Context: an optimization exercise on an open-source flow, tuned for small area, a short achievable clock period and few clock cycles per item. The choices shown serve that exercise and are no tape-out recipe.
The RTL was checked by simulation tests, not by an equivalence proof against the original design.
Power is estimated from default activity; no workload was simulated.

File: config.mk
export PLATFORM = sky130hd
export DESIGN_NAME = topSystolicArray
export DESIGN_NICKNAME = topSystolicArray
export VERILOG_FILES = /design/flow/design.v
export SDC_FILE = /design/flow/constraint.sdc
export NUM_CORES = 4
export LEC_CHECK = 0
export CAP_MARGIN = 20
export CORE_MARGIN = 2
export CORE_UTILIZATION = 40
export PLACE_DENSITY = 0.7
export SETUP_SLACK_MARGIN = 2.0
export SLEW_MARGIN = 20
export SYNTH_HIERARCHICAL = 1
export SYNTH_MINIMUM_KEEP_SIZE = 0
export BUFFER_PORTS_ARGS = -buffer_cell sky130_fd_sc_hd__buf_4
File: constraint.sdc
create_clock -name core_clock -period 7.0 [get_ports {i_clk}]
set_input_delay 1.4000 -clock core_clock [delete_from_list [all_inputs] [get_ports {i_clk}]]
set_output_delay 1.4000 -clock core_clock [all_outputs]
set_load 0.01 [all_outputs]
File: design.v
`default_nettype none
module dotPre
  ( input  var logic [7:0]       a0
  , input  var logic [7:0]       b0
  , input  var logic [7:0]       a1
  , input  var logic [7:0]       b1
  , input  var logic [7:0]       a2
  , input  var logic [7:0]       b2
  , input  var logic [7:0]       a3
  , input  var logic [7:0]       b3
  , output var logic [30:0]      v
  );
  logic pp1;
  logic pp2;
  logic pp3;
  logic pp4;
  logic pp5;
  logic pp6;
  logic pp7;
  logic pp8;
  logic pp9;
  logic pp10;
  logic pp11;
  logic pp12;
  logic pp13;
  logic pp14;
  logic pp15;
  logic pp16;
  logic pp17;
  logic pp18;
  logic pp19;
  logic pp20;
  logic pp21;
  logic pp22;
  logic pp23;
  logic pp24;
  logic pp25;
  logic pp26;
  logic pp27;
  logic pp28;
  logic pp29;
  logic pp30;
  logic pp31;
  logic pp32;
  logic pp33;
  logic pp34;
  logic pp35;
  logic pp36;
  logic pp37;
  logic pp38;
  logic pp39;
  logic pp40;
  logic pp41;
  logic pp42;
  logic pp43;
  logic pp44;
  logic pp45;
  logic pp46;
  logic pp47;
  logic pp48;
  logic pp49;
  logic pp50;
  logic pp51;
  logic pp52;
  logic pp53;
  logic pp54;
  logic pp55;
  logic pp56;
  logic pp57;
  logic pp58;
  logic pp59;
  logic pp60;
  logic pp61;
  logic pp62;
  logic pp63;
  logic pp64;
  logic pp65;
  logic pp66;
  logic pp67;
  logic pp68;
  logic pp69;
  logic pp70;
  logic pp71;
  logic pp72;
  logic pp73;
  logic pp74;
  logic pp75;
  logic pp76;
  logic pp77;
  logic pp78;
  logic pp79;
  logic pp80;
  logic pp81;
  logic pp82;
  logic pp83;
  logic pp84;
  logic pp85;
  logic pp86;
  logic pp87;
  logic pp88;
  logic pp89;
  logic pp90;
  logic pp91;
  logic pp92;
  logic pp93;
  logic pp94;
  logic pp95;
  logic pp96;
  logic pp97;
  logic pp98;
  logic pp99;
  logic pp100;
  logic pp101;
  logic pp102;
  logic pp103;
  logic pp104;
  logic pp105;
  logic pp106;
  logic pp107;
  logic pp108;
  logic pp109;
  logic pp110;
  logic pp111;
  logic pp112;
  logic pp113;
  logic pp114;
  logic pp115;
  logic pp116;
  logic pp117;
  logic pp118;
  logic pp119;
  logic pp120;
  logic pp121;
  logic pp122;
  logic pp123;
  logic pp124;
  logic pp125;
  logic pp126;
  logic pp127;
  logic pp128;
  logic pp129;
  logic pp130;
  logic pp131;
  logic pp132;
  logic pp133;
  logic pp134;
  logic pp135;
  logic pp136;
  logic pp137;
  logic pp138;
  logic pp139;
  logic pp140;
  logic pp141;
  logic pp142;
  logic pp143;
  logic pp144;
  logic pp145;
  logic pp146;
  logic pp147;
  logic pp148;
  logic pp149;
  logic pp150;
  logic pp151;
  logic pp152;
  logic pp153;
  logic pp154;
  logic pp155;
  logic pp156;
  logic pp157;
  logic pp158;
  logic pp159;
  logic pp160;
  logic pp161;
  logic pp162;
  logic pp163;
  logic pp164;
  logic pp165;
  logic pp166;
  logic pp167;
  logic pp168;
  logic pp169;
  logic pp170;
  logic pp171;
  logic pp172;
  logic pp173;
  logic pp174;
  logic pp175;
  logic pp176;
  logic pp177;
  logic pp178;
  logic pp179;
  logic pp180;
  logic pp181;
  logic pp182;
  logic pp183;
  logic pp184;
  logic pp185;
  logic pp186;
  logic pp187;
  logic pp188;
  logic pp189;
  logic pp190;
  logic pp191;
  logic pp192;
  logic pp193;
  logic pp194;
  logic pp195;
  logic pp196;
  logic pp197;
  logic pp198;
  logic pp199;
  logic pp200;
  logic pp201;
  logic pp202;
  logic pp203;
  logic pp204;
  logic pp205;
  logic pp206;
  logic pp207;
  logic pp208;
  logic pp209;
  logic pp210;
  logic pp211;
  logic pp212;
  logic pp213;
  logic pp214;
  logic pp215;
  logic pp216;
  logic pp217;
  logic pp218;
  logic pp219;
  logic pp220;
  logic pp221;
  logic pp222;
  logic pp223;
  logic pp224;
  logic pp225;
  logic pp226;
  logic pp227;
  logic pp228;
  logic pp229;
  logic pp230;
  logic pp231;
  logic pp232;
  logic pp233;
  logic pp234;
  logic pp235;
  logic pp236;
  logic pp237;
  logic pp238;
  logic pp239;
  logic pp240;
  logic pp241;
  logic pp242;
  logic pp243;
  logic pp244;
  logic pp245;
  logic pp246;
  logic pp247;
  logic pp248;
  logic pp249;
  logic pp250;
  logic pp251;
  logic pp252;
  logic pp253;
  logic pp254;
  logic pp255;
  logic pp256;
  logic s257;
  logic c258;
  logic s259;
  logic c260;
  logic s261;
  logic c262;
  logic s263;
  logic c264;
  logic s265;
  logic c266;
  logic s267;
  logic c268;
  logic s269;
  logic c270;
  logic s271;
  logic c272;
  logic s273;
  logic c274;
  logic s275;
  logic c276;
  logic s277;
  logic c278;
  logic s279;
  logic c280;
  logic s281;
  logic c282;
  logic s283;
  logic c284;
  logic s285;
  logic c286;
  logic s287;
  logic c288;
  logic s289;
  logic c290;
  logic s291;
  logic c292;
  logic s293;
  logic c294;
  logic s295;
  logic c296;
  logic s297;
  logic c298;
  logic s299;
  logic c300;
  logic s301;
  logic c302;
  logic s303;
  logic c304;
  logic s305;
  logic c306;
  logic s307;
  logic c308;
  logic s309;
  logic c310;
  logic s311;
  logic c312;
  logic s313;
  logic c314;
  logic s315;
  logic c316;
  logic s317;
  logic c318;
  logic s319;
  logic c320;
  logic s321;
  logic c322;
  logic s323;
  logic c324;
  logic s325;
  logic c326;
  logic s327;
  logic c328;
  logic s329;
  logic c330;
  logic s331;
  logic c332;
  logic s333;
  logic c334;
  logic s335;
  logic c336;
  logic s337;
  logic c338;
  logic s339;
  logic c340;
  logic s341;
  logic c342;
  logic s343;
  logic c344;
  logic s345;
  logic c346;
  logic s347;
  logic c348;
  logic s349;
  logic c350;
  logic s351;
  logic c352;
  logic s353;
  logic c354;
  logic s355;
  logic c356;
  logic s357;
  logic c358;
  logic s359;
  logic c360;
  logic s361;
  logic c362;
  logic s363;
  logic c364;
  logic s365;
  logic c366;
  logic s367;
  logic c368;
  logic s369;
  logic c370;
  logic s371;
  logic c372;
  logic s373;
  logic c374;
  logic s375;
  logic c376;
  logic s377;
  logic c378;
  logic s379;
  logic c380;
  logic s381;
  logic c382;
  logic s383;
  logic c384;
  logic s385;
  logic c386;
  logic s387;
  logic c388;
  logic s389;
  logic c390;
  logic s391;
  logic c392;
  logic s393;
  logic c394;
  logic s395;
  logic c396;
  logic s397;
  logic c398;
  logic s399;
  logic c400;
  logic s401;
  logic c402;
  logic s403;
  logic c404;
  logic s405;
  logic c406;
  logic s407;
  logic c408;
  logic s409;
  logic c410;
  logic s411;
  logic c412;
  logic s413;
  logic c414;
  logic s415;
  logic c416;
  logic s417;
  logic c418;
  logic s419;
  logic c420;
  logic s421;
  logic c422;
  logic s423;
  logic c424;
  logic s425;
  logic c426;
  logic s427;
  logic c428;
  logic s429;
  logic c430;
  logic s431;
  logic c432;
  logic s433;
  logic c434;
  logic s435;
  logic c436;
  logic s437;
  logic c438;
  logic s439;
  logic c440;
  logic s441;
  logic c442;
  logic s443;
  logic c444;
  logic s445;
  logic c446;
  logic s447;
  logic c448;
  logic s449;
  logic c450;
  logic s451;
  logic c452;
  logic s453;
  logic c454;
  logic s455;
  logic c456;
  logic s457;
  logic c458;
  logic s459;
  logic c460;
  logic s461;
  logic c462;
  logic s463;
  logic c464;
  logic s465;
  logic c466;
  logic s467;
  logic c468;
  logic s469;
  logic c470;
  logic s471;
  logic c472;
  logic s473;
  logic c474;
  logic s475;
  logic c476;
  logic s477;
  logic c478;
  logic s479;
  logic c480;
  logic s481;
  logic c482;
  logic s483;
  logic c484;
  logic s485;
  logic c486;
  logic s487;
  logic c488;
  logic s489;
  logic c490;
  logic s491;
  logic c492;
  logic s493;
  logic c494;
  logic s495;
  logic c496;
  logic s497;
  logic c498;
  logic s499;
  logic c500;
  logic s501;
  logic c502;
  logic s503;
  logic c504;
  logic s505;
  logic c506;
  logic s507;
  logic c508;
  logic s509;
  logic c510;
  logic s511;
  logic c512;
  logic s513;
  logic c514;
  logic s515;
  logic c516;
  logic s517;
  logic c518;
  logic s519;
  logic c520;
  logic s521;
  logic c522;
  logic s523;
  logic c524;
  logic s525;
  logic c526;
  logic s527;
  logic c528;
  logic s529;
  logic c530;
  logic s531;
  logic c532;
  logic s533;
  logic c534;
  logic s535;
  logic c536;
  logic s537;
  logic c538;
  logic s539;
  logic c540;
  logic s541;
  logic c542;
  logic s543;
  logic c544;
  logic s545;
  logic c546;
  logic s547;
  logic c548;
  logic s549;
  logic c550;
  logic s551;
  logic c552;
  logic s553;
  logic c554;
  logic s555;
  logic c556;
  logic s557;
  logic c558;
  logic s559;
  logic c560;
  logic s561;
  logic c562;
  logic s563;
  logic c564;
  logic s565;
  logic c566;
  logic s567;
  logic c568;
  logic s569;
  logic c570;
  logic s571;
  logic c572;
  logic s573;
  logic c574;
  logic s575;
  logic c576;
  logic s577;
  logic c578;
  logic s579;
  logic c580;
  logic s581;
  logic c582;
  logic s583;
  logic c584;
  logic s585;
  logic c586;
  logic s587;
  logic c588;
  logic s589;
  logic c590;
  logic s591;
  logic c592;
  logic s593;
  logic c594;
  logic s595;
  logic c596;
  logic s597;
  logic c598;
  logic s599;
  logic c600;
  logic s601;
  logic c602;
  logic s603;
  logic c604;
  logic s605;
  logic c606;
  logic s607;
  logic c608;
  logic s609;
  logic c610;
  logic s611;
  logic c612;
  logic s613;
  logic c614;
  logic s615;
  logic c616;
  logic s617;
  logic c618;
  logic s619;
  logic c620;
  logic s621;
  logic c622;
  logic s623;
  logic c624;
  logic s625;
  logic c626;
  logic s627;
  logic c628;
  logic s629;
  logic c630;
  logic s631;
  logic c632;
  logic s633;
  logic c634;
  logic s635;
  logic c636;
  logic s637;
  logic c638;
  logic s639;
  logic c640;
  logic s641;
  logic c642;
  logic s643;
  logic c644;
  logic s645;
  logic c646;
  logic s647;
  logic c648;
  logic s649;
  logic c650;
  logic s651;
  logic c652;
  logic s653;
  logic c654;
  logic s655;
  logic c656;
  logic s657;
  logic c658;
  logic s659;
  logic c660;
  logic s661;
  logic c662;
  logic s663;
  logic c664;
  logic s665;
  logic c666;
  logic s667;
  logic c668;
  logic s669;
  logic c670;
  logic s671;
  logic c672;
  logic s673;
  logic c674;
  logic s675;
  logic c676;
  logic s677;
  logic c678;
  logic s679;
  logic c680;
  logic s681;
  logic c682;
  logic s683;
  logic c684;
  logic s685;
  logic c686;
  logic s687;
  logic c688;
  logic s689;
  logic c690;
  logic s691;
  logic c692;
  logic s693;
  logic c694;
  logic s695;
  logic c696;
  logic s697;
  logic c698;
  logic s699;
  logic c700;
  logic s701;
  logic c702;
  logic s703;
  logic c704;
  logic s705;
  logic c706;
  assign pp1 = ~(a0[0] & b0[0]);
  assign pp2 = ~(a0[0] & b0[1]);
  assign pp3 = ~(a0[0] & b0[2]);
  assign pp4 = ~(a0[0] & b0[3]);
  assign pp5 = ~(a0[0] & b0[4]);
  assign pp6 = ~(a0[0] & b0[5]);
  assign pp7 = ~(a0[0] & b0[6]);
  assign pp8 = ~(a0[0] & b0[7]);
  assign pp9 = ~(a0[1] & b0[0]);
  assign pp10 = ~(a0[1] & b0[1]);
  assign pp11 = ~(a0[1] & b0[2]);
  assign pp12 = ~(a0[1] & b0[3]);
  assign pp13 = ~(a0[1] & b0[4]);
  assign pp14 = ~(a0[1] & b0[5]);
  assign pp15 = ~(a0[1] & b0[6]);
  assign pp16 = ~(a0[1] & b0[7]);
  assign pp17 = ~(a0[2] & b0[0]);
  assign pp18 = ~(a0[2] & b0[1]);
  assign pp19 = ~(a0[2] & b0[2]);
  assign pp20 = ~(a0[2] & b0[3]);
  assign pp21 = ~(a0[2] & b0[4]);
  assign pp22 = ~(a0[2] & b0[5]);
  assign pp23 = ~(a0[2] & b0[6]);
  assign pp24 = ~(a0[2] & b0[7]);
  assign pp25 = ~(a0[3] & b0[0]);
  assign pp26 = ~(a0[3] & b0[1]);
  assign pp27 = ~(a0[3] & b0[2]);
  assign pp28 = ~(a0[3] & b0[3]);
  assign pp29 = ~(a0[3] & b0[4]);
  assign pp30 = ~(a0[3] & b0[5]);
  assign pp31 = ~(a0[3] & b0[6]);
  assign pp32 = ~(a0[3] & b0[7]);
  assign pp33 = ~(a0[4] & b0[0]);
  assign pp34 = ~(a0[4] & b0[1]);
  assign pp35 = ~(a0[4] & b0[2]);
  assign pp36 = ~(a0[4] & b0[3]);
  assign pp37 = ~(a0[4] & b0[4]);
  assign pp38 = ~(a0[4] & b0[5]);
  assign pp39 = ~(a0[4] & b0[6]);
  assign pp40 = ~(a0[4] & b0[7]);
  assign pp41 = ~(a0[5] & b0[0]);
  assign pp42 = ~(a0[5] & b0[1]);
  assign pp43 = ~(a0[5] & b0[2]);
  assign pp44 = ~(a0[5] & b0[3]);
  assign pp45 = ~(a0[5] & b0[4]);
  assign pp46 = ~(a0[5] & b0[5]);
  assign pp47 = ~(a0[5] & b0[6]);
  assign pp48 = ~(a0[5] & b0[7]);
  assign pp49 = ~(a0[6] & b0[0]);
  assign pp50 = ~(a0[6] & b0[1]);
  assign pp51 = ~(a0[6] & b0[2]);
  assign pp52 = ~(a0[6] & b0[3]);
  assign pp53 = ~(a0[6] & b0[4]);
  assign pp54 = ~(a0[6] & b0[5]);
  assign pp55 = ~(a0[6] & b0[6]);
  assign pp56 = ~(a0[6] & b0[7]);
  assign pp57 = ~(a0[7] & b0[0]);
  assign pp58 = ~(a0[7] & b0[1]);
  assign pp59 = ~(a0[7] & b0[2]);
  assign pp60 = ~(a0[7] & b0[3]);
  assign pp61 = ~(a0[7] & b0[4]);
  assign pp62 = ~(a0[7] & b0[5]);
  assign pp63 = ~(a0[7] & b0[6]);
  assign pp64 = ~(a0[7] & b0[7]);
  assign pp65 = ~(a1[0] & b1[0]);
  assign pp66 = ~(a1[0] & b1[1]);
  assign pp67 = ~(a1[0] & b1[2]);
  assign pp68 = ~(a1[0] & b1[3]);
  assign pp69 = ~(a1[0] & b1[4]);
  assign pp70 = ~(a1[0] & b1[5]);
  assign pp71 = ~(a1[0] & b1[6]);
  assign pp72 = ~(a1[0] & b1[7]);
  assign pp73 = ~(a1[1] & b1[0]);
  assign pp74 = ~(a1[1] & b1[1]);
  assign pp75 = ~(a1[1] & b1[2]);
  assign pp76 = ~(a1[1] & b1[3]);
  assign pp77 = ~(a1[1] & b1[4]);
  assign pp78 = ~(a1[1] & b1[5]);
  assign pp79 = ~(a1[1] & b1[6]);
  assign pp80 = ~(a1[1] & b1[7]);
  assign pp81 = ~(a1[2] & b1[0]);
  assign pp82 = ~(a1[2] & b1[1]);
  assign pp83 = ~(a1[2] & b1[2]);
  assign pp84 = ~(a1[2] & b1[3]);
  assign pp85 = ~(a1[2] & b1[4]);
  assign pp86 = ~(a1[2] & b1[5]);
  assign pp87 = ~(a1[2] & b1[6]);
  assign pp88 = ~(a1[2] & b1[7]);
  assign pp89 = ~(a1[3] & b1[0]);
  assign pp90 = ~(a1[3] & b1[1]);
  assign pp91 = ~(a1[3] & b1[2]);
  assign pp92 = ~(a1[3] & b1[3]);
  assign pp93 = ~(a1[3] & b1[4]);
  assign pp94 = ~(a1[3] & b1[5]);
  assign pp95 = ~(a1[3] & b1[6]);
  assign pp96 = ~(a1[3] & b1[7]);
  assign pp97 = ~(a1[4] & b1[0]);
  assign pp98 = ~(a1[4] & b1[1]);
  assign pp99 = ~(a1[4] & b1[2]);
  assign pp100 = ~(a1[4] & b1[3]);
  assign pp101 = ~(a1[4] & b1[4]);
  assign pp102 = ~(a1[4] & b1[5]);
  assign pp103 = ~(a1[4] & b1[6]);
  assign pp104 = ~(a1[4] & b1[7]);
  assign pp105 = ~(a1[5] & b1[0]);
  assign pp106 = ~(a1[5] & b1[1]);
  assign pp107 = ~(a1[5] & b1[2]);
  assign pp108 = ~(a1[5] & b1[3]);
  assign pp109 = ~(a1[5] & b1[4]);
  assign pp110 = ~(a1[5] & b1[5]);
  assign pp111 = ~(a1[5] & b1[6]);
  assign pp112 = ~(a1[5] & b1[7]);
  assign pp113 = ~(a1[6] & b1[0]);
  assign pp114 = ~(a1[6] & b1[1]);
  assign pp115 = ~(a1[6] & b1[2]);
  assign pp116 = ~(a1[6] & b1[3]);
  assign pp117 = ~(a1[6] & b1[4]);
  assign pp118 = ~(a1[6] & b1[5]);
  assign pp119 = ~(a1[6] & b1[6]);
  assign pp120 = ~(a1[6] & b1[7]);
  assign pp121 = ~(a1[7] & b1[0]);
  assign pp122 = ~(a1[7] & b1[1]);
  assign pp123 = ~(a1[7] & b1[2]);
  assign pp124 = ~(a1[7] & b1[3]);
  assign pp125 = ~(a1[7] & b1[4]);
  assign pp126 = ~(a1[7] & b1[5]);
  assign pp127 = ~(a1[7] & b1[6]);
  assign pp128 = ~(a1[7] & b1[7]);
  assign pp129 = ~(a2[0] & b2[0]);
  assign pp130 = ~(a2[0] & b2[1]);
  assign pp131 = ~(a2[0] & b2[2]);
  assign pp132 = ~(a2[0] & b2[3]);
  assign pp133 = ~(a2[0] & b2[4]);
  assign pp134 = ~(a2[0] & b2[5]);
  assign pp135 = ~(a2[0] & b2[6]);
  assign pp136 = ~(a2[0] & b2[7]);
  assign pp137 = ~(a2[1] & b2[0]);
  assign pp138 = ~(a2[1] & b2[1]);
  assign pp139 = ~(a2[1] & b2[2]);
  assign pp140 = ~(a2[1] & b2[3]);
  assign pp141 = ~(a2[1] & b2[4]);
  assign pp142 = ~(a2[1] & b2[5]);
  assign pp143 = ~(a2[1] & b2[6]);
  assign pp144 = ~(a2[1] & b2[7]);
  assign pp145 = ~(a2[2] & b2[0]);
  assign pp146 = ~(a2[2] & b2[1]);
  assign pp147 = ~(a2[2] & b2[2]);
  assign pp148 = ~(a2[2] & b2[3]);
  assign pp149 = ~(a2[2] & b2[4]);
  assign pp150 = ~(a2[2] & b2[5]);
  assign pp151 = ~(a2[2] & b2[6]);
  assign pp152 = ~(a2[2] & b2[7]);
  assign pp153 = ~(a2[3] & b2[0]);
  assign pp154 = ~(a2[3] & b2[1]);
  assign pp155 = ~(a2[3] & b2[2]);
  assign pp156 = ~(a2[3] & b2[3]);
  assign pp157 = ~(a2[3] & b2[4]);
  assign pp158 = ~(a2[3] & b2[5]);
  assign pp159 = ~(a2[3] & b2[6]);
  assign pp160 = ~(a2[3] & b2[7]);
  assign pp161 = ~(a2[4] & b2[0]);
  assign pp162 = ~(a2[4] & b2[1]);
  assign pp163 = ~(a2[4] & b2[2]);
  assign pp164 = ~(a2[4] & b2[3]);
  assign pp165 = ~(a2[4] & b2[4]);
  assign pp166 = ~(a2[4] & b2[5]);
  assign pp167 = ~(a2[4] & b2[6]);
  assign pp168 = ~(a2[4] & b2[7]);
  assign pp169 = ~(a2[5] & b2[0]);
  assign pp170 = ~(a2[5] & b2[1]);
  assign pp171 = ~(a2[5] & b2[2]);
  assign pp172 = ~(a2[5] & b2[3]);
  assign pp173 = ~(a2[5] & b2[4]);
  assign pp174 = ~(a2[5] & b2[5]);
  assign pp175 = ~(a2[5] & b2[6]);
  assign pp176 = ~(a2[5] & b2[7]);
  assign pp177 = ~(a2[6] & b2[0]);
  assign pp178 = ~(a2[6] & b2[1]);
  assign pp179 = ~(a2[6] & b2[2]);
  assign pp180 = ~(a2[6] & b2[3]);
  assign pp181 = ~(a2[6] & b2[4]);
  assign pp182 = ~(a2[6] & b2[5]);
  assign pp183 = ~(a2[6] & b2[6]);
  assign pp184 = ~(a2[6] & b2[7]);
  assign pp185 = ~(a2[7] & b2[0]);
  assign pp186 = ~(a2[7] & b2[1]);
  assign pp187 = ~(a2[7] & b2[2]);
  assign pp188 = ~(a2[7] & b2[3]);
  assign pp189 = ~(a2[7] & b2[4]);
  assign pp190 = ~(a2[7] & b2[5]);
  assign pp191 = ~(a2[7] & b2[6]);
  assign pp192 = ~(a2[7] & b2[7]);
  assign pp193 = ~(a3[0] & b3[0]);
  assign pp194 = ~(a3[0] & b3[1]);
  assign pp195 = ~(a3[0] & b3[2]);
  assign pp196 = ~(a3[0] & b3[3]);
  assign pp197 = ~(a3[0] & b3[4]);
  assign pp198 = ~(a3[0] & b3[5]);
  assign pp199 = ~(a3[0] & b3[6]);
  assign pp200 = ~(a3[0] & b3[7]);
  assign pp201 = ~(a3[1] & b3[0]);
  assign pp202 = ~(a3[1] & b3[1]);
  assign pp203 = ~(a3[1] & b3[2]);
  assign pp204 = ~(a3[1] & b3[3]);
  assign pp205 = ~(a3[1] & b3[4]);
  assign pp206 = ~(a3[1] & b3[5]);
  assign pp207 = ~(a3[1] & b3[6]);
  assign pp208 = ~(a3[1] & b3[7]);
  assign pp209 = ~(a3[2] & b3[0]);
  assign pp210 = ~(a3[2] & b3[1]);
  assign pp211 = ~(a3[2] & b3[2]);
  assign pp212 = ~(a3[2] & b3[3]);
  assign pp213 = ~(a3[2] & b3[4]);
  assign pp214 = ~(a3[2] & b3[5]);
  assign pp215 = ~(a3[2] & b3[6]);
  assign pp216 = ~(a3[2] & b3[7]);
  assign pp217 = ~(a3[3] & b3[0]);
  assign pp218 = ~(a3[3] & b3[1]);
  assign pp219 = ~(a3[3] & b3[2]);
  assign pp220 = ~(a3[3] & b3[3]);
  assign pp221 = ~(a3[3] & b3[4]);
  assign pp222 = ~(a3[3] & b3[5]);
  assign pp223 = ~(a3[3] & b3[6]);
  assign pp224 = ~(a3[3] & b3[7]);
  assign pp225 = ~(a3[4] & b3[0]);
  assign pp226 = ~(a3[4] & b3[1]);
  assign pp227 = ~(a3[4] & b3[2]);
  assign pp228 = ~(a3[4] & b3[3]);
  assign pp229 = ~(a3[4] & b3[4]);
  assign pp230 = ~(a3[4] & b3[5]);
  assign pp231 = ~(a3[4] & b3[6]);
  assign pp232 = ~(a3[4] & b3[7]);
  assign pp233 = ~(a3[5] & b3[0]);
  assign pp234 = ~(a3[5] & b3[1]);
  assign pp235 = ~(a3[5] & b3[2]);
  assign pp236 = ~(a3[5] & b3[3]);
  assign pp237 = ~(a3[5] & b3[4]);
  assign pp238 = ~(a3[5] & b3[5]);
  assign pp239 = ~(a3[5] & b3[6]);
  assign pp240 = ~(a3[5] & b3[7]);
  assign pp241 = ~(a3[6] & b3[0]);
  assign pp242 = ~(a3[6] & b3[1]);
  assign pp243 = ~(a3[6] & b3[2]);
  assign pp244 = ~(a3[6] & b3[3]);
  assign pp245 = ~(a3[6] & b3[4]);
  assign pp246 = ~(a3[6] & b3[5]);
  assign pp247 = ~(a3[6] & b3[6]);
  assign pp248 = ~(a3[6] & b3[7]);
  assign pp249 = ~(a3[7] & b3[0]);
  assign pp250 = ~(a3[7] & b3[1]);
  assign pp251 = ~(a3[7] & b3[2]);
  assign pp252 = ~(a3[7] & b3[3]);
  assign pp253 = ~(a3[7] & b3[4]);
  assign pp254 = ~(a3[7] & b3[5]);
  assign pp255 = ~(a3[7] & b3[6]);
  assign pp256 = ~(a3[7] & b3[7]);
  fullAdder u_s257 (.a(pp1), .b(pp65), .c(pp129), .s(s257), .co(c258));
  fullAdder u_s259 (.a(pp2), .b(pp9), .c(pp66), .s(s259), .co(c260));
  fullAdder u_s261 (.a(pp73), .b(pp130), .c(pp137), .s(s261), .co(c262));
  fullAdder u_s263 (.a(pp3), .b(pp10), .c(pp17), .s(s263), .co(c264));
  fullAdder u_s265 (.a(pp67), .b(pp74), .c(pp81), .s(s265), .co(c266));
  fullAdder u_s267 (.a(pp131), .b(pp138), .c(pp145), .s(s267), .co(c268));
  fullAdder u_s269 (.a(pp195), .b(pp202), .c(pp209), .s(s269), .co(c270));
  fullAdder u_s271 (.a(pp4), .b(pp11), .c(pp18), .s(s271), .co(c272));
  fullAdder u_s273 (.a(pp25), .b(pp68), .c(pp75), .s(s273), .co(c274));
  fullAdder u_s275 (.a(pp82), .b(pp89), .c(pp132), .s(s275), .co(c276));
  fullAdder u_s277 (.a(pp139), .b(pp146), .c(pp153), .s(s277), .co(c278));
  fullAdder u_s279 (.a(pp196), .b(pp203), .c(pp210), .s(s279), .co(c280));
  fullAdder u_s281 (.a(pp5), .b(pp12), .c(pp19), .s(s281), .co(c282));
  fullAdder u_s283 (.a(pp26), .b(pp33), .c(pp69), .s(s283), .co(c284));
  fullAdder u_s285 (.a(pp76), .b(pp83), .c(pp90), .s(s285), .co(c286));
  fullAdder u_s287 (.a(pp97), .b(pp133), .c(pp140), .s(s287), .co(c288));
  fullAdder u_s289 (.a(pp147), .b(pp154), .c(pp161), .s(s289), .co(c290));
  fullAdder u_s291 (.a(pp197), .b(pp204), .c(pp211), .s(s291), .co(c292));
  fullAdder u_s293 (.a(pp6), .b(pp13), .c(pp20), .s(s293), .co(c294));
  fullAdder u_s295 (.a(pp27), .b(pp34), .c(pp41), .s(s295), .co(c296));
  fullAdder u_s297 (.a(pp70), .b(pp77), .c(pp84), .s(s297), .co(c298));
  fullAdder u_s299 (.a(pp91), .b(pp98), .c(pp105), .s(s299), .co(c300));
  fullAdder u_s301 (.a(pp134), .b(pp141), .c(pp148), .s(s301), .co(c302));
  fullAdder u_s303 (.a(pp155), .b(pp162), .c(pp169), .s(s303), .co(c304));
  fullAdder u_s305 (.a(pp198), .b(pp205), .c(pp212), .s(s305), .co(c306));
  fullAdder u_s307 (.a(pp219), .b(pp226), .c(pp233), .s(s307), .co(c308));
  fullAdder u_s309 (.a(pp7), .b(pp14), .c(pp21), .s(s309), .co(c310));
  fullAdder u_s311 (.a(pp28), .b(pp35), .c(pp42), .s(s311), .co(c312));
  fullAdder u_s313 (.a(pp49), .b(pp71), .c(pp78), .s(s313), .co(c314));
  fullAdder u_s315 (.a(pp85), .b(pp92), .c(pp99), .s(s315), .co(c316));
  fullAdder u_s317 (.a(pp106), .b(pp113), .c(pp135), .s(s317), .co(c318));
  fullAdder u_s319 (.a(pp142), .b(pp149), .c(pp156), .s(s319), .co(c320));
  fullAdder u_s321 (.a(pp163), .b(pp170), .c(pp177), .s(s321), .co(c322));
  fullAdder u_s323 (.a(pp199), .b(pp206), .c(pp213), .s(s323), .co(c324));
  fullAdder u_s325 (.a(pp220), .b(pp227), .c(pp234), .s(s325), .co(c326));
  fullAdder u_s327 (.a(pp8), .b(pp15), .c(pp22), .s(s327), .co(c328));
  fullAdder u_s329 (.a(pp29), .b(pp36), .c(pp43), .s(s329), .co(c330));
  fullAdder u_s331 (.a(pp50), .b(pp57), .c(pp72), .s(s331), .co(c332));
  fullAdder u_s333 (.a(pp79), .b(pp86), .c(pp93), .s(s333), .co(c334));
  fullAdder u_s335 (.a(pp100), .b(pp107), .c(pp114), .s(s335), .co(c336));
  fullAdder u_s337 (.a(pp121), .b(pp136), .c(pp143), .s(s337), .co(c338));
  fullAdder u_s339 (.a(pp150), .b(pp157), .c(pp164), .s(s339), .co(c340));
  fullAdder u_s341 (.a(pp171), .b(pp178), .c(pp185), .s(s341), .co(c342));
  fullAdder u_s343 (.a(pp200), .b(pp207), .c(pp214), .s(s343), .co(c344));
  fullAdder u_s345 (.a(pp221), .b(pp228), .c(pp235), .s(s345), .co(c346));
  fullAdder u_s347 (.a(pp16), .b(pp23), .c(pp30), .s(s347), .co(c348));
  fullAdder u_s349 (.a(pp37), .b(pp44), .c(pp51), .s(s349), .co(c350));
  fullAdder u_s351 (.a(pp58), .b(pp80), .c(pp87), .s(s351), .co(c352));
  fullAdder u_s353 (.a(pp94), .b(pp101), .c(pp108), .s(s353), .co(c354));
  fullAdder u_s355 (.a(pp115), .b(pp122), .c(pp144), .s(s355), .co(c356));
  fullAdder u_s357 (.a(pp151), .b(pp158), .c(pp165), .s(s357), .co(c358));
  fullAdder u_s359 (.a(pp172), .b(pp179), .c(pp186), .s(s359), .co(c360));
  fullAdder u_s361 (.a(pp208), .b(pp215), .c(pp222), .s(s361), .co(c362));
  fullAdder u_s363 (.a(pp229), .b(pp236), .c(pp243), .s(s363), .co(c364));
  fullAdder u_s365 (.a(pp24), .b(pp31), .c(pp38), .s(s365), .co(c366));
  fullAdder u_s367 (.a(pp45), .b(pp52), .c(pp59), .s(s367), .co(c368));
  fullAdder u_s369 (.a(pp88), .b(pp95), .c(pp102), .s(s369), .co(c370));
  fullAdder u_s371 (.a(pp109), .b(pp116), .c(pp123), .s(s371), .co(c372));
  fullAdder u_s373 (.a(pp152), .b(pp159), .c(pp166), .s(s373), .co(c374));
  fullAdder u_s375 (.a(pp173), .b(pp180), .c(pp187), .s(s375), .co(c376));
  fullAdder u_s377 (.a(pp216), .b(pp223), .c(pp230), .s(s377), .co(c378));
  fullAdder u_s379 (.a(pp237), .b(pp244), .c(pp251), .s(s379), .co(c380));
  fullAdder u_s381 (.a(pp32), .b(pp39), .c(pp46), .s(s381), .co(c382));
  fullAdder u_s383 (.a(pp53), .b(pp60), .c(pp96), .s(s383), .co(c384));
  fullAdder u_s385 (.a(pp103), .b(pp110), .c(pp117), .s(s385), .co(c386));
  fullAdder u_s387 (.a(pp124), .b(pp160), .c(pp167), .s(s387), .co(c388));
  fullAdder u_s389 (.a(pp174), .b(pp181), .c(pp188), .s(s389), .co(c390));
  fullAdder u_s391 (.a(pp224), .b(pp231), .c(pp238), .s(s391), .co(c392));
  fullAdder u_s393 (.a(pp40), .b(pp47), .c(pp54), .s(s393), .co(c394));
  fullAdder u_s395 (.a(pp61), .b(pp104), .c(pp111), .s(s395), .co(c396));
  fullAdder u_s397 (.a(pp118), .b(pp125), .c(pp168), .s(s397), .co(c398));
  fullAdder u_s399 (.a(pp175), .b(pp182), .c(pp189), .s(s399), .co(c400));
  fullAdder u_s401 (.a(pp232), .b(pp239), .c(pp246), .s(s401), .co(c402));
  fullAdder u_s403 (.a(pp48), .b(pp55), .c(pp62), .s(s403), .co(c404));
  fullAdder u_s405 (.a(pp112), .b(pp119), .c(pp126), .s(s405), .co(c406));
  fullAdder u_s407 (.a(pp176), .b(pp183), .c(pp190), .s(s407), .co(c408));
  fullAdder u_s409 (.a(pp240), .b(pp247), .c(pp254), .s(s409), .co(c410));
  fullAdder u_s411 (.a(pp56), .b(pp63), .c(pp120), .s(s411), .co(c412));
  fullAdder u_s413 (.a(pp127), .b(pp184), .c(pp191), .s(s413), .co(c414));
  fullAdder u_s415 (.a(pp64), .b(pp128), .c(pp192), .s(s415), .co(c416));
  fullAdder u_s417 (.a(pp194), .b(pp201), .c(c258), .s(s417), .co(c418));
  fullAdder u_s419 (.a(c260), .b(c262), .c(s263), .s(s419), .co(c420));
  fullAdder u_s421 (.a(s265), .b(s267), .c(s269), .s(s421), .co(c422));
  fullAdder u_s423 (.a(pp217), .b(c264), .c(c266), .s(s423), .co(c424));
  fullAdder u_s425 (.a(c268), .b(c270), .c(s271), .s(s425), .co(c426));
  fullAdder u_s427 (.a(s273), .b(s275), .c(s277), .s(s427), .co(c428));
  fullAdder u_s429 (.a(pp218), .b(pp225), .c(c272), .s(s429), .co(c430));
  fullAdder u_s431 (.a(c274), .b(c276), .c(c278), .s(s431), .co(c432));
  fullAdder u_s433 (.a(c280), .b(s281), .c(s283), .s(s433), .co(c434));
  fullAdder u_s435 (.a(s285), .b(s287), .c(s289), .s(s435), .co(c436));
  fullAdder u_s437 (.a(c282), .b(c284), .c(c286), .s(s437), .co(c438));
  fullAdder u_s439 (.a(c288), .b(c290), .c(c292), .s(s439), .co(c440));
  fullAdder u_s441 (.a(s293), .b(s295), .c(s297), .s(s441), .co(c442));
  fullAdder u_s443 (.a(s299), .b(s301), .c(s303), .s(s443), .co(c444));
  fullAdder u_s445 (.a(pp241), .b(c294), .c(c296), .s(s445), .co(c446));
  fullAdder u_s447 (.a(c298), .b(c300), .c(c302), .s(s447), .co(c448));
  fullAdder u_s449 (.a(c304), .b(c306), .c(c308), .s(s449), .co(c450));
  fullAdder u_s451 (.a(s309), .b(s311), .c(s313), .s(s451), .co(c452));
  fullAdder u_s453 (.a(s315), .b(s317), .c(s319), .s(s453), .co(c454));
  fullAdder u_s455 (.a(s321), .b(s323), .c(s325), .s(s455), .co(c456));
  fullAdder u_s457 (.a(pp242), .b(pp249), .c(c310), .s(s457), .co(c458));
  fullAdder u_s459 (.a(c312), .b(c314), .c(c316), .s(s459), .co(c460));
  fullAdder u_s461 (.a(c318), .b(c320), .c(c322), .s(s461), .co(c462));
  fullAdder u_s463 (.a(c324), .b(c326), .c(s327), .s(s463), .co(c464));
  fullAdder u_s465 (.a(s329), .b(s331), .c(s333), .s(s465), .co(c466));
  fullAdder u_s467 (.a(s335), .b(s337), .c(s339), .s(s467), .co(c468));
  fullAdder u_s469 (.a(s341), .b(s343), .c(s345), .s(s469), .co(c470));
  fullAdder u_s471 (.a(pp250), .b(c328), .c(c330), .s(s471), .co(c472));
  fullAdder u_s473 (.a(c332), .b(c334), .c(c336), .s(s473), .co(c474));
  fullAdder u_s475 (.a(c338), .b(c340), .c(c342), .s(s475), .co(c476));
  fullAdder u_s477 (.a(c344), .b(c346), .c(s347), .s(s477), .co(c478));
  fullAdder u_s479 (.a(s349), .b(s351), .c(s353), .s(s479), .co(c480));
  fullAdder u_s481 (.a(s355), .b(s357), .c(s359), .s(s481), .co(c482));
  fullAdder u_s483 (.a(c348), .b(c350), .c(c352), .s(s483), .co(c484));
  fullAdder u_s485 (.a(c354), .b(c356), .c(c358), .s(s485), .co(c486));
  fullAdder u_s487 (.a(c360), .b(c362), .c(c364), .s(s487), .co(c488));
  fullAdder u_s489 (.a(s365), .b(s367), .c(s369), .s(s489), .co(c490));
  fullAdder u_s491 (.a(s371), .b(s373), .c(s375), .s(s491), .co(c492));
  fullAdder u_s493 (.a(pp245), .b(pp252), .c(c366), .s(s493), .co(c494));
  fullAdder u_s495 (.a(c368), .b(c370), .c(c372), .s(s495), .co(c496));
  fullAdder u_s497 (.a(c374), .b(c376), .c(c378), .s(s497), .co(c498));
  fullAdder u_s499 (.a(c380), .b(s381), .c(s383), .s(s499), .co(c500));
  fullAdder u_s501 (.a(s385), .b(s387), .c(s389), .s(s501), .co(c502));
  fullAdder u_s503 (.a(pp253), .b(c382), .c(c384), .s(s503), .co(c504));
  fullAdder u_s505 (.a(c386), .b(c388), .c(c390), .s(s505), .co(c506));
  fullAdder u_s507 (.a(c392), .b(s393), .c(s395), .s(s507), .co(c508));
  fullAdder u_s509 (.a(s397), .b(s399), .c(s401), .s(s509), .co(c510));
  fullAdder u_s511 (.a(c394), .b(c396), .c(c398), .s(s511), .co(c512));
  fullAdder u_s513 (.a(c400), .b(c402), .c(s403), .s(s513), .co(c514));
  fullAdder u_s515 (.a(s405), .b(s407), .c(s409), .s(s515), .co(c516));
  fullAdder u_s517 (.a(pp248), .b(pp255), .c(c404), .s(s517), .co(c518));
  fullAdder u_s519 (.a(c406), .b(c408), .c(c410), .s(s519), .co(c520));
  fullAdder u_s521 (.a(pp256), .b(c412), .c(c414), .s(s521), .co(c522));
  fullAdder u_s523 (.a(s259), .b(s261), .c(s417), .s(s523), .co(c524));
  fullAdder u_s525 (.a(c418), .b(s419), .c(s421), .s(s525), .co(c526));
  fullAdder u_s527 (.a(s279), .b(s423), .c(c420), .s(s527), .co(c528));
  fullAdder u_s529 (.a(c422), .b(s425), .c(s427), .s(s529), .co(c530));
  fullAdder u_s531 (.a(s291), .b(c424), .c(s429), .s(s531), .co(c532));
  fullAdder u_s533 (.a(s431), .b(c426), .c(c428), .s(s533), .co(c534));
  fullAdder u_s535 (.a(s305), .b(s307), .c(c430), .s(s535), .co(c536));
  fullAdder u_s537 (.a(c432), .b(s437), .c(s439), .s(s537), .co(c538));
  fullAdder u_s539 (.a(c434), .b(c436), .c(s441), .s(s539), .co(c540));
  fullAdder u_s541 (.a(c438), .b(c440), .c(s445), .s(s541), .co(c542));
  fullAdder u_s543 (.a(s447), .b(s449), .c(c442), .s(s543), .co(c544));
  fullAdder u_s545 (.a(c444), .b(s451), .c(s453), .s(s545), .co(c546));
  fullAdder u_s547 (.a(c446), .b(c448), .c(c450), .s(s547), .co(c548));
  fullAdder u_s549 (.a(s457), .b(s459), .c(s461), .s(s549), .co(c550));
  fullAdder u_s551 (.a(c452), .b(c454), .c(c456), .s(s551), .co(c552));
  fullAdder u_s553 (.a(s463), .b(s465), .c(s467), .s(s553), .co(c554));
  fullAdder u_s555 (.a(s361), .b(s363), .c(c458), .s(s555), .co(c556));
  fullAdder u_s557 (.a(c460), .b(c462), .c(s471), .s(s557), .co(c558));
  fullAdder u_s559 (.a(s473), .b(s475), .c(c464), .s(s559), .co(c560));
  fullAdder u_s561 (.a(c466), .b(c468), .c(c470), .s(s561), .co(c562));
  fullAdder u_s563 (.a(s477), .b(s479), .c(s481), .s(s563), .co(c564));
  fullAdder u_s565 (.a(s377), .b(s379), .c(c472), .s(s565), .co(c566));
  fullAdder u_s567 (.a(c474), .b(c476), .c(s483), .s(s567), .co(c568));
  fullAdder u_s569 (.a(s485), .b(s487), .c(c478), .s(s569), .co(c570));
  fullAdder u_s571 (.a(c480), .b(c482), .c(s489), .s(s571), .co(c572));
  fullAdder u_s573 (.a(s391), .b(c484), .c(c486), .s(s573), .co(c574));
  fullAdder u_s575 (.a(c488), .b(s493), .c(s495), .s(s575), .co(c576));
  fullAdder u_s577 (.a(s497), .b(c490), .c(c492), .s(s577), .co(c578));
  fullAdder u_s579 (.a(c494), .b(c496), .c(c498), .s(s579), .co(c580));
  fullAdder u_s581 (.a(s503), .b(s505), .c(c500), .s(s581), .co(c582));
  fullAdder u_s583 (.a(c502), .b(s507), .c(s509), .s(s583), .co(c584));
  fullAdder u_s585 (.a(c504), .b(c506), .c(s511), .s(s585), .co(c586));
  fullAdder u_s587 (.a(c508), .b(c510), .c(s513), .s(s587), .co(c588));
  fullAdder u_s589 (.a(s411), .b(s413), .c(c512), .s(s589), .co(c590));
  fullAdder u_s591 (.a(s517), .b(s519), .c(c514), .s(s591), .co(c592));
  fullAdder u_s593 (.a(s415), .b(c518), .c(c520), .s(s593), .co(c594));
  fullAdder u_s595 (.a(s527), .b(c526), .c(s529), .s(s595), .co(c596));
  fullAdder u_s597 (.a(s433), .b(s435), .c(c528), .s(s597), .co(c598));
  fullAdder u_s599 (.a(s531), .b(s533), .c(c530), .s(s599), .co(c600));
  fullAdder u_s601 (.a(s443), .b(s535), .c(c532), .s(s601), .co(c602));
  fullAdder u_s603 (.a(c534), .b(s537), .c(s539), .s(s603), .co(c604));
  fullAdder u_s605 (.a(s455), .b(c536), .c(c538), .s(s605), .co(c606));
  fullAdder u_s607 (.a(s541), .b(s543), .c(c540), .s(s607), .co(c608));
  fullAdder u_s609 (.a(s469), .b(s547), .c(c542), .s(s609), .co(c610));
  fullAdder u_s611 (.a(c544), .b(s549), .c(s551), .s(s611), .co(c612));
  fullAdder u_s613 (.a(c548), .b(s555), .c(c550), .s(s613), .co(c614));
  fullAdder u_s615 (.a(c552), .b(s557), .c(s559), .s(s615), .co(c616));
  fullAdder u_s617 (.a(s561), .b(c554), .c(s563), .s(s617), .co(c618));
  fullAdder u_s619 (.a(s491), .b(c556), .c(s565), .s(s619), .co(c620));
  fullAdder u_s621 (.a(c558), .b(c560), .c(c562), .s(s621), .co(c622));
  fullAdder u_s623 (.a(s567), .b(s569), .c(c564), .s(s623), .co(c624));
  fullAdder u_s625 (.a(s499), .b(s501), .c(c566), .s(s625), .co(c626));
  fullAdder u_s627 (.a(s573), .b(c568), .c(c570), .s(s627), .co(c628));
  fullAdder u_s629 (.a(s575), .b(s577), .c(c572), .s(s629), .co(c630));
  fullAdder u_s631 (.a(c574), .b(s579), .c(c576), .s(s631), .co(c632));
  fullAdder u_s633 (.a(c578), .b(s581), .c(s583), .s(s633), .co(c634));
  fullAdder u_s635 (.a(s515), .b(c580), .c(c582), .s(s635), .co(c636));
  fullAdder u_s637 (.a(s585), .b(c584), .c(s587), .s(s637), .co(c638));
  fullAdder u_s639 (.a(c516), .b(s589), .c(c586), .s(s639), .co(c640));
  fullAdder u_s641 (.a(s521), .b(c590), .c(s593), .s(s641), .co(c642));
  fullAdder u_s643 (.a(c416), .b(c522), .c(c594), .s(s643), .co(c644));
  fullAdder u_s645 (.a(s597), .b(s599), .c(c596), .s(s645), .co(c646));
  fullAdder u_s647 (.a(c598), .b(s601), .c(c600), .s(s647), .co(c648));
  fullAdder u_s649 (.a(s545), .b(c602), .c(s605), .s(s649), .co(c650));
  fullAdder u_s651 (.a(c546), .b(s553), .c(c606), .s(s651), .co(c652));
  fullAdder u_s653 (.a(s609), .b(c608), .c(s611), .s(s653), .co(c654));
  fullAdder u_s655 (.a(c610), .b(s613), .c(c612), .s(s655), .co(c656));
  fullAdder u_s657 (.a(s571), .b(c614), .c(s619), .s(s657), .co(c658));
  fullAdder u_s659 (.a(s621), .b(c616), .c(s623), .s(s659), .co(c660));
  fullAdder u_s661 (.a(c620), .b(c622), .c(s625), .s(s661), .co(c662));
  fullAdder u_s663 (.a(s627), .b(c624), .c(s629), .s(s663), .co(c664));
  fullAdder u_s665 (.a(c626), .b(c628), .c(s631), .s(s665), .co(c666));
  fullAdder u_s667 (.a(c632), .b(s635), .c(c634), .s(s667), .co(c668));
  fullAdder u_s669 (.a(s591), .b(c588), .c(c636), .s(s669), .co(c670));
  fullAdder u_s671 (.a(c592), .b(c640), .c(s641), .s(s671), .co(c672));
  fullAdder u_s673 (.a(s603), .b(s647), .c(c646), .s(s673), .co(c674));
  fullAdder u_s675 (.a(s607), .b(c604), .c(c648), .s(s675), .co(c676));
  fullAdder u_s677 (.a(s651), .b(c650), .c(s653), .s(s677), .co(c678));
  fullAdder u_s679 (.a(s615), .b(s617), .c(c652), .s(s679), .co(c680));
  fullAdder u_s681 (.a(c618), .b(c656), .c(s657), .s(s681), .co(c682));
  fullAdder u_s683 (.a(s661), .b(c658), .c(c660), .s(s683), .co(c684));
  fullAdder u_s685 (.a(c630), .b(s633), .c(c662), .s(s685), .co(c686));
  fullAdder u_s687 (.a(s637), .b(c666), .c(s667), .s(s687), .co(c688));
  fullAdder u_s689 (.a(s639), .b(c638), .c(s669), .s(s689), .co(c690));
  fullAdder u_s691 (.a(c642), .b(s643), .c(c672), .s(s691), .co(c692));
  fullAdder u_s693 (.a(s649), .b(s675), .c(c674), .s(s693), .co(c694));
  fullAdder u_s695 (.a(s655), .b(c654), .c(s679), .s(s695), .co(c696));
  fullAdder u_s697 (.a(s659), .b(c680), .c(s681), .s(s697), .co(c698));
  fullAdder u_s699 (.a(s663), .b(c682), .c(s683), .s(s699), .co(c700));
  fullAdder u_s701 (.a(s665), .b(c664), .c(s685), .s(s701), .co(c702));
  fullAdder u_s703 (.a(c668), .b(s689), .c(c688), .s(s703), .co(c704));
  fullAdder u_s705 (.a(c670), .b(s671), .c(c690), .s(s705), .co(c706));
  assign v = {c692, c644, c706, s691, c704, s705, s703, c702, s687, c686, c700, s701, c684, c698, s699, c696, s697, s695, c678, c694, s677, c676, s693, s673, s645, s595, s525, c524, s523, s257, pp193};
endmodule
module dotPost
  ( input  var logic [30:0]      v
  , output var logic [17:0]      s
  );
  logic s707;
  logic c708;
  logic s709;
  logic c710;
  logic s711;
  logic c712;
  logic s713;
  logic c714;
  logic s715;
  logic c716;
  logic s717;
  logic c718;
  fullAdder u_s707 (.a(v[9]), .b(v[10]), .c(1'b1), .s(s707), .co(c708));
  fullAdder u_s709 (.a(v[12]), .b(v[13]), .c(1'b1), .s(s709), .co(c710));
  fullAdder u_s711 (.a(v[14]), .b(v[15]), .c(1'b1), .s(s711), .co(c712));
  fullAdder u_s713 (.a(v[16]), .b(v[17]), .c(1'b1), .s(s713), .co(c714));
  fullAdder u_s715 (.a(v[18]), .b(v[19]), .c(v[20]), .s(s715), .co(c716));
  fullAdder u_s717 (.a(v[21]), .b(v[22]), .c(v[23]), .s(s717), .co(c718));
  logic [17:0] raN, rbN;
  assign raN = {1'b1, v[29], v[27], v[25], v[24], s717, s715, s713, s711, s709, v[11], v[8], v[7], v[6], v[5], v[3], v[2], v[0]};
  assign rbN = {1'b1, v[30], v[28], v[26], c718, c716, c714, c712, c710, c708, s707, 1'b1, 1'b1, 1'b1, 1'b1, v[4], 1'b1, v[1]};
  assign s = ~(raN + rbN + 18'd1);
endmodule
module fullAdder
  ( input  var logic a
  , input  var logic b
  , input  var logic c
  , output var logic s
  , output var logic co
  );
  assign s = a ^ b ^ c;
  assign co = (a & b) | (a & c) | (b & c);
endmodule
`resetall
`default_nettype none
module preArray
  ( input  var logic [3:0][3:0][7:0]       i_a
  , input  var logic [3:0][3:0][7:0]       i_b
  , output var logic [3:0][3:0][30:0]     o_v
  );
  for (genvar i = 0; i < 4; i++) begin: PerRow
    for (genvar j = 0; j < 4; j++) begin: PerCol
      dotPre u_dotPre
      ( .a0 (i_a[i][0]), .b0 (i_b[0][j])
      , .a1 (i_a[i][1]), .b1 (i_b[1][j])
      , .a2 (i_a[i][2]), .b2 (i_b[2][j])
      , .a3 (i_a[i][3]), .b3 (i_b[3][j])
      , .v  (o_v[i][j])
      );
    end: PerCol
  end: PerRow
endmodule
module postArray
  ( input  var logic [3:0][3:0][30:0]     i_v
  , output var logic [3:0][3:0][17:0]      o_c
  );
  for (genvar i = 0; i < 4; i++) begin: PerRow
    for (genvar j = 0; j < 4; j++) begin: PerCol
      dotPost u_dotPost
      ( .v (i_v[i][j])
      , .s (o_c[i][j])
      );
    end: PerCol
  end: PerRow
endmodule
`resetall
`default_nettype none
module topSystolicArray
  ( input  var logic                  i_clk
  , input  var logic                  i_arst
  , input  var logic [3:0][3:0][7:0]  i_a
  , input  var logic [3:0][3:0][7:0]  i_b
  , input  var logic                  i_validInput
  , output var logic [3:0][3:0][31:0] o_c
  , output var logic                  o_validResult
  );
  logic validResult_q;
  always_ff @(posedge i_clk, posedge i_arst)
    if (i_arst)
      validResult_q <= 1'b0;
    else
      validResult_q <= i_validInput;
  always_comb
    o_validResult = validResult_q;
  logic [3:0][3:0][30:0] tree_d, tree_q;
  preArray u_preArray
  ( .i_a (i_a)
  , .i_b (i_b)
  , .o_v (tree_d)
  );
  always_ff @(posedge i_clk)
    tree_q <= tree_d;
  logic [3:0][3:0][17:0] c;
  postArray u_postArray
  ( .i_v (tree_q)
  , .o_c (c)
  );
  for (genvar i = 0; i < 4; i++) begin: PerRow
    for (genvar j = 0; j < 4; j++) begin: PerCol
      always_comb
        o_c[i][j] = {14'd0, c[i][j]};
    end: PerCol
  end: PerRow
endmodule
`resetall
File: flow/run.sh
#!/bin/bash
# The standard layout, with every port buffered by a buf_4 instead of the
# cell buffer_ports picks by default (a slow delay cell).
set -e
cp standard.sh standard.sh.copy.log
echo 'export BUFFER_PORTS_ARGS = -buffer_cell sky130_fd_sc_hd__buf_4' >> config.mk
bash standard.sh > standard.log 2>&1
File: standard.sh
#!/bin/bash
# synth_recipe.tcl (not shown) runs the flow's synth.tcl, then flattens the netlist and writes it again
# the make line also repeats each setting of config.mk as NAME=value (left out here)
make -C /OpenROAD-flow-scripts/flow DESIGN_CONFIG=/design/flow/config.mk WORK_HOME=/design/flow/orfs CLKGATE_MAP_FILE= SYNTH_SCRIPT=/design/flow/synth_recipe.tcl "${@:-finish}"
==> impl_metrics.env, run 1 <==
export IMPL_setup_violations=0
export IMPL_worstMarginPinSlew_ns=1.12
export IMPL_ys_warn_count=7
export IMPL_cp_start_kind="flop"
export IMPL_rsz0062_at_grt="true"
export IMPL_synthTopCellsByArea="fa_1, nand2_1, buf_6"
export IMPL_ys_flop_type="dfxtp_1"
export IMPL_maxSlewViolCount=0
export IMPL_path_class="reg2out"
export IMPL_cp_max_fo=4
export IMPL_vias_per_cell=6.05
export IMPL_setup_worst_path_start="tree_q[421]$_DFF_P_"
export IMPL_vias=90100
export IMPL_io_pins=772
export IMPL_fmax_mhz=195
export IMPL_yosysUniqueCellTypes=42
export IMPL_track_usage_pct=28.9
export IMPL_seq_area_um2=9960
export IMPL_max_cap_viol_count=0
export IMPL_tns_ns=0
export IMPL_final_common_cell="nand2_1"
export IMPL_setup_slack_ns=1.88
export IMPL_dr_pass1_iters=10
export IMPL_syn_area_per_cell_um2=11.1
export IMPL_fin_crit_sh_pct=73.2
export IMPL_end_kind="primary output"
export IMPL_hold_violations=0
export IMPL_coreArea_um2=317000
export IMPL_synth_edf_count=0
export IMPL_grt_max_degree=33
export IMPL_wirelength_um=469000
export IMPL_num_rows=207
export IMPL_endpoint="o_c[432]"
export IMPL_hpwl_um=306000
export IMPL_drc=0
export IMPL_synth_seq_cells=497
export IMPL_antenna_found_initial=52
export IMPL_multiInputGateArea_um2=102000
export IMPL_start_util_pct=40.1
export IMPL_cts_sinks=497
export IMPL_ir_drop_mv=0.761
export IMPL_crit_required_ns=5.60
export IMPL_synthArstFlopShare_pct=0.201
export IMPL_ant_nets=0
export IMPL_num_fill_cells=30200
export IMPL_grt_ovfl_total=0
export IMPL_final_min_clock_period_ns=5.12
export IMPL_wl_per_cell_um=31.5
export IMPL_synth_top_area_share_pct=58.1
export IMPL_final_cell_mix="nand2_1, fa_1, buf_4, dfxtp_1, conb_1"
export IMPL_drive_gt1_share_pct=9.34
export IMPL_status="complete, no violations"
export IMPL_critPathArrivalTime_ns=3.72
export IMPL_port_buffers=547
export IMPL_yosysTopAreaCell="fa_1"
export IMPL_grt_pass1_wl_um=672000
export IMPL_max_slew_margin_pct=25.0
export IMPL_cts_tree="yes"
export IMPL_synth_area_um2=127000
export IMPL_cts_htree_levels=2
export IMPL_hold_class="in2async"
export IMPL_gp_congestion=0.933
export IMPL_num_nets_final=14800
export IMPL_cts_clk_slew_worst_paths_ns=0.07
export IMPL_drt_iter0_markers=12500
export IMPL_p_leak_nw=42.9
export IMPL_cts_root_buffer="clkbuf_16"
export IMPL_cts_buffers=61
export IMPL_die_y_um=568
export IMPL_grt_pass1_vias=97300
export IMPL_synth_cells=11500
export IMPL_clockBufferDepth=3
export IMPL_die_area_um2=323000
export IMPL_place_ws_ns=1.25
export IMPL_p_per_area_nw_per_um2=518
export IMPL_die_w_um=568
export IMPL_syn2layout_area_growth_pct=-2.23
export IMPL_yosysSeqAreaShare_pct=7.82
-- metrics by stage --
stage	utilization, %	std cells	instance area, µm²	power, mW	hold slack (ns)
6_report	39.2	14900	124000	64.4	0.490
2_1_floorplan	-	11700	128000	50.8	1.13
4_1_cts	39.0	14800	124000	63.8	0.479
5_1_grt	39.2	14900	124000	70.3	0.490
3_3_place_gp	38.1	14700	121000	57.7	1.28
3_5_place_dp	38.1	14700	121000	58.9	1.28
-- per-module statistics from Yosys, one instance, submodules excluded, a selection --
module	flops+latches	cells
topSystolicArray	497	723
fullAdder	0	1
dotPre	0	351
dotPost	0	89
-- registers in the layout, indices dropped and copies added (netlist names) --
register and count:
tree_q 496, validResult_q 1
-- routing by layer --
layer | routed length (µm) | track usage [%]
met5 | 423 | 0.149
met1 | 152000 | 34.0
met4 | 39300 | 20.0
met2 | 198000 | 41.7
met3 | 79100 | 13.8
-- report_power, final --
part	total [mW]	internal, mW	switching, mW
Combinational	54.9	23.4	31.5
Sequential	5.99	5.07	0.924
Clock	3.53	1.98	1.55
Total	64.4	30.5	33.9
-- how the worst min path moves through the flow --
| stage | startpoint | to | cells past startpoint |
|---|---|---|---|
| final | i_arst | validResult_q$_DFF_PP0_ | 2 |
| after global routing | i_arst | validResult_q$_DFF_PP0_ | 2 |
| after CTS | i_arst | validResult_q$_DFF_PP0_ | 2 |
| after detailed placement | i_arst | validResult_q$_DFF_PP0_ | 2 |
| after global placement | i_arst | validResult_q$_DFF_PP0_ | 2 |
| after floorplan | i_arst | validResult_q$_DFF_PP0_ | 1 |
-- worst max-delay path: stages (launching register included) --
cell	delay, ns
dfxtp_1	0.32
fa_1	0.58
ha_2	0.35
and2_2	0.29
a221oi_4	0.34
a21boi_4	0.29
o21ai_1	0.18
xnor2_4	0.41
buf_4	0.20
-- cells in the mapped netlist, drive strengths merged, types with 17 or more instances --
cell     count
or2         32
a31oi       32
xnor2       96
inv         65
nor2       128
dfxtp      496
nand2     4192
buf       1744
a2111oi     32
o21a        48
a21oi      128
conb        17
fa        3696
o21ai       64
nand2b      32
o211ai      32
a211oi      48
xor2       128
ha         208
nand4       32
-- what timing repair did --
action                                  in CTS  in global routing
pin swaps                                   16                 25
endpoints found under the setup margin      37                 76
resized for setup                           78                123
hold buffers                                 0                  0
setup buffers                                7                  9
-- area by class of cell --
type                       instances  area share (%)
clock buffer                      69            1.29
inverter                          65           0.196
clock inverter                    41           0.414
antenna                           43          0.0865
sequential                       497            8.00
tap                             4180            4.20
timing repair buffer             573            3.66
multi-input combinational       9424            82.1
-- kinds of logic after synthesis --
group	count (synthesis)	synth area share [%]
fa+ha+maj	3904	60.2
simple gates	4512	13.9
compound gates	496	3.00
xor+xnor	224	1.54
buf+inv	1809	13.5
other cells	17	0.0501
flops	497	7.82
Testbench counts, summed over its fixed seeds: cycles 1,016, items 512.
==> run 2, diff against run 1 <==
--- a/config.mk
+++ b/config.mk
@@ -8,8 +8,7 @@
 export CAP_MARGIN = 20
 export CORE_MARGIN = 2
 export CORE_UTILIZATION = 40
-export PLACE_DENSITY = 0.7
-export SETUP_SLACK_MARGIN = 2.0
+export SETUP_SLACK_MARGIN = 2.3
 export SLEW_MARGIN = 20
 export SYNTH_HIERARCHICAL = 1
 export SYNTH_MINIMUM_KEEP_SIZE = 0
==> run 2 against run 1 <==
Critical path depth fell by 1. Via count fell by 4.3%. Non-clock buffer count rose by 19. Die area did not move. Synthesized cell count did not move. Still clean on timing, DRC and antenna. Highest routed layer unchanged. Maximum frequency rose by 5.9%. Final cell count barely moved. Total power rose by 5.5%.
==> impl_metrics.env, run 2 <==
export IMPL_tns_ns=0
export IMPL_grt_ovfl_total=0
export IMPL_ir_drop_mv=0.793
export IMPL_num_rows=207
export IMPL_wl_per_cell_um=30.5
export IMPL_max_cap_viol_count=0
export IMPL_start_util_pct=40.1
export IMPL_synth_area_um2=127000
export IMPL_hold_class="in2async"
export IMPL_synthArstFlopShare_pct=0.201
export IMPL_p_per_area_nw_per_um2=521
export IMPL_coreArea_um2=317000
export IMPL_synthTopCellsByArea="fa_1, nand2_1, buf_6"
export IMPL_cts_root_buffer="clkbuf_16"
export IMPL_hpwl_um=305000
export IMPL_clockBufferDepth=3
export IMPL_yosysMostFrequentCell="nand2_1"
export IMPL_highest_layer="met5"
export IMPL_io_pins=772
export IMPL_cp_start_kind="flop"
export IMPL_yosysUniqueCellTypes=42
export IMPL_synth_seq_cells=497
export IMPL_p_leak_nw=43.5
export IMPL_cp_max_fo=4
export IMPL_cts_tree="yes"
export IMPL_drc=0
export IMPL_cts_buffers=60
export IMPL_final_min_clock_period_ns=4.84
export IMPL_syn2layout_area_growth_pct=2.39
export IMPL_yosysSeqAreaShare_pct=7.82
export IMPL_ys_warn_count=7
export IMPL_final_cells=14900
export IMPL_cp_slowest_cell="o211ai_1"
export IMPL_synth_common_cells="nand2_1, fa_1, buf_6"
export IMPL_die_y_um=568
export IMPL_synthAdderAreaFrac_pct=60.2
export IMPL_grt_max_degree=33
export IMPL_vias_per_cell=5.80
export IMPL_path_class="reg2out"
export IMPL_grt_pass1_wl_um=651000
export IMPL_cts_htree_levels=2
export IMPL_vias=86300
export IMPL_track_usage_pct=28.0
export IMPL_wirelength_um=454000
export IMPL_max_slew_margin_pct=27.6
export IMPL_yosys_mux_area_fraction_pct=0
export IMPL_num_nets_final=14800
export IMPL_synth_cells=11500
export IMPL_synth_xor_area_share_pct=1.54
export IMPL_cp_common_cell="a211oi_4"
export IMPL_crit_path_max_incr_delay_ns=0.61
export IMPL_largest_reg_flops=496
export IMPL_gp_congestion=0.883
export IMPL_drive_gt1_share_pct=23.3
export IMPL_syn_area_per_cell_um2=11.1
export IMPL_cts_sinks=497
export IMPL_ys_flop_type="dfxtp_1"
export IMPL_dr_pass1_iters=7
export IMPL_largest_register="tree_q"
export IMPL_path_cells="fa_1, ha_4, a211o_4, a211oi_4, a211oi_4, o211ai_1, buf_4"
export IMPL_worstMarginPinSlew_ns=1.08
export IMPL_final_cell_mix="nand2_1, fa_1, fa_2, dfxtp_1, buf_4"
export IMPL_yosysTopAreaCell="fa_1"
export IMPL_die_area_um2=323000
export IMPL_wl_met1_um=155000
export IMPL_cts_clk_slew_worst_paths_ns=0.06
export IMPL_synth_compound_area_share_pct=3.00
export IMPL_placed_cells=14700
export IMPL_maxSlewViolCount=0
export IMPL_reg_top3="tree_q: 496 flops, validResult_q: 1 flops"
export IMPL_antenna_found_initial=41
export IMPL_hold_violations=0
export IMPL_wl_met2_um=208000
export IMPL_port_buffers=547
export IMPL_synth_edf_count=0
export IMPL_ant_nets=0
export IMPL_grt_pass1_vias=94800
export IMPL_end_kind="primary output"
export IMPL_setup_violations=0
export IMPL_fin_crit_sh_pct=69.1
export IMPL_status="complete, no violations"
export IMPL_rsz0062_at_grt="true"
export IMPL_die_w_um=568
export IMPL_critPathArrivalTime_ns=3.44
export IMPL_synth_top_family_by_area="adder cells"
export IMPL_wl_met3_um=61600
export IMPL_fmax_mhz=207
export IMPL_final_common_cell="nand2_1"
export IMPL_drt_iter0_markers=10700
export IMPL_crit_required_ns=5.60
export IMPL_fin_util_pct=41.1
export IMPL_synth_simple_area_share_pct=13.9
export IMPL_synth_top_area_share_pct=58.1
[run 2: cell counts after synthesis]
No cell type changed its count.
[run 2: logic make-up (layout without fill, tap and decap cells)]
| logic type | Yosys count | count (layout) |
|---|---|---|
| fa+ha+maj | 3904 | 3904 |
| flops | 497 | 497 |
| xor+xnor | 224 | 224 |
| simple gates | 4512 | 4512 |
| buf+inv | 1809 | 770 |
| compound gates | 496 | 496 |
| other cells | 17 | 300 |
[run 2: where the power goes]
group | internal, mW | switching (mW)
sequential | 5.07 | 0.832
combinational | 26.6 | 32.0
clock | 1.89 | 1.51
total | 33.6 | 34.3
[run 2: worst paths after layout]
kind	start	end	slack (ns)	cells after the start
setup / recovery	tree_q[416]$_DFF_P_	o_c[431]	2.16	7
hold / removal	i_arst	validResult_q$_DFF_PP0_	0.48	2
max in group asynchronous	i_arst	validResult_q$_DFF_PP0_	6.43	2
min in group core_clock	i_validInput	validResult_q$_DFF_PP0_	0.75	1
[run 2: per-layer routing]
layer | track usage [%] | vias up
met5 | 0.387 | -
met4 | 14.7 | 6
met3 | 8.98 | 1525
met2 | 44.0 | 7019
met1 | 34.4 | 45800
li1 | - | 31900
[run 2: Yosys stat by module, one instance, submodules excluded, a selection]
module            cells  flops+latches  cell area, µm²  copies in the design
dotPost              89              0             686                    16
dotPre              351              0            1920                    16
fullAdder             1              0            20.0                  3696
topSystolicArray    723            497           11600                     1
[run 2: timing repair]
item	4_1_cts	5_1_grt
hold buffers	0	0
pin swaps	87	96
setup buffers	24	18
gates resized for setup	322	313
setup endpoints to repair	97	150
[run 2: area by class of cell]
type | count | area, µm²
diodes | 12 | 30.0
clock buffers | 75 | 1640
clock inverters | 38 | 409
fillers | 30100 | 187000
inverters | 65 | 244
multi-input cells | 9424 | 107000
flip-flops and latches | 497 | 9960
well taps | 4180 | 5230
repair buffers | 592 | 5460
[run 2: through the flow]
stage / cell area, µm² / worst slack [ns] / hold slack, ns / total power [mW]
2_1_floorplan: 133000 / 2.07 / 1.13 / 53.1
3_3_place_gp: 124000 / 1.45 / 1.25 / 58.5
3_5_place_dp: 124000 / 1.39 / 1.25 / 59.4
4_1_cts: 129000 / 2.12 / 0.428 / 66.7
5_1_grt: 130000 / 2.05 / 0.464 / 74.5
6_report: 130000 / 2.16 / 0.479 / 67.9
[run 2: critical path: cells and delay by family, from the launching register on]
kind	cells	cell delay, ns
buffers and inverters	1	0.25
adders and majority gates	2	0.79
DFF	1	0.32
AOI/OAI and AO/OA	4	1.33

==> re-timing with driven ports <==
No port has a modelled driver above. Below, the same layouts with a new extraction and two added sets of constraints. Step 1 sets driving cells, clkbuf_16 on the clock port and buf_2 on the other inputs (assumed; they add their load-dependent delay and slew). Step 2 times the ports against the registers' clock, not the clock port: input delays grow and output delays shrink by t, the midpoint of the rising clock arrivals with the driver on. Three values: ideal ports, drivers, drivers and shift; two values: the first two.
run | shift t [ns] | setup slack, ns | clock arrival spread, ns | cell pins on the clock port's net
run 1 | 0.843 | 1.876 / 1.784 / 1.103 | 0.041 / 0.041 | 1
run 2 | 0.851 | 2.163 / 2.058 / 1.435 | 0.039 / 0.040 | 1
After both steps every run listed still meets setup and hold. The setup slack of run 1, which loses most, moves by -0.092 ns with the drivers and by -0.773 ns with both steps.
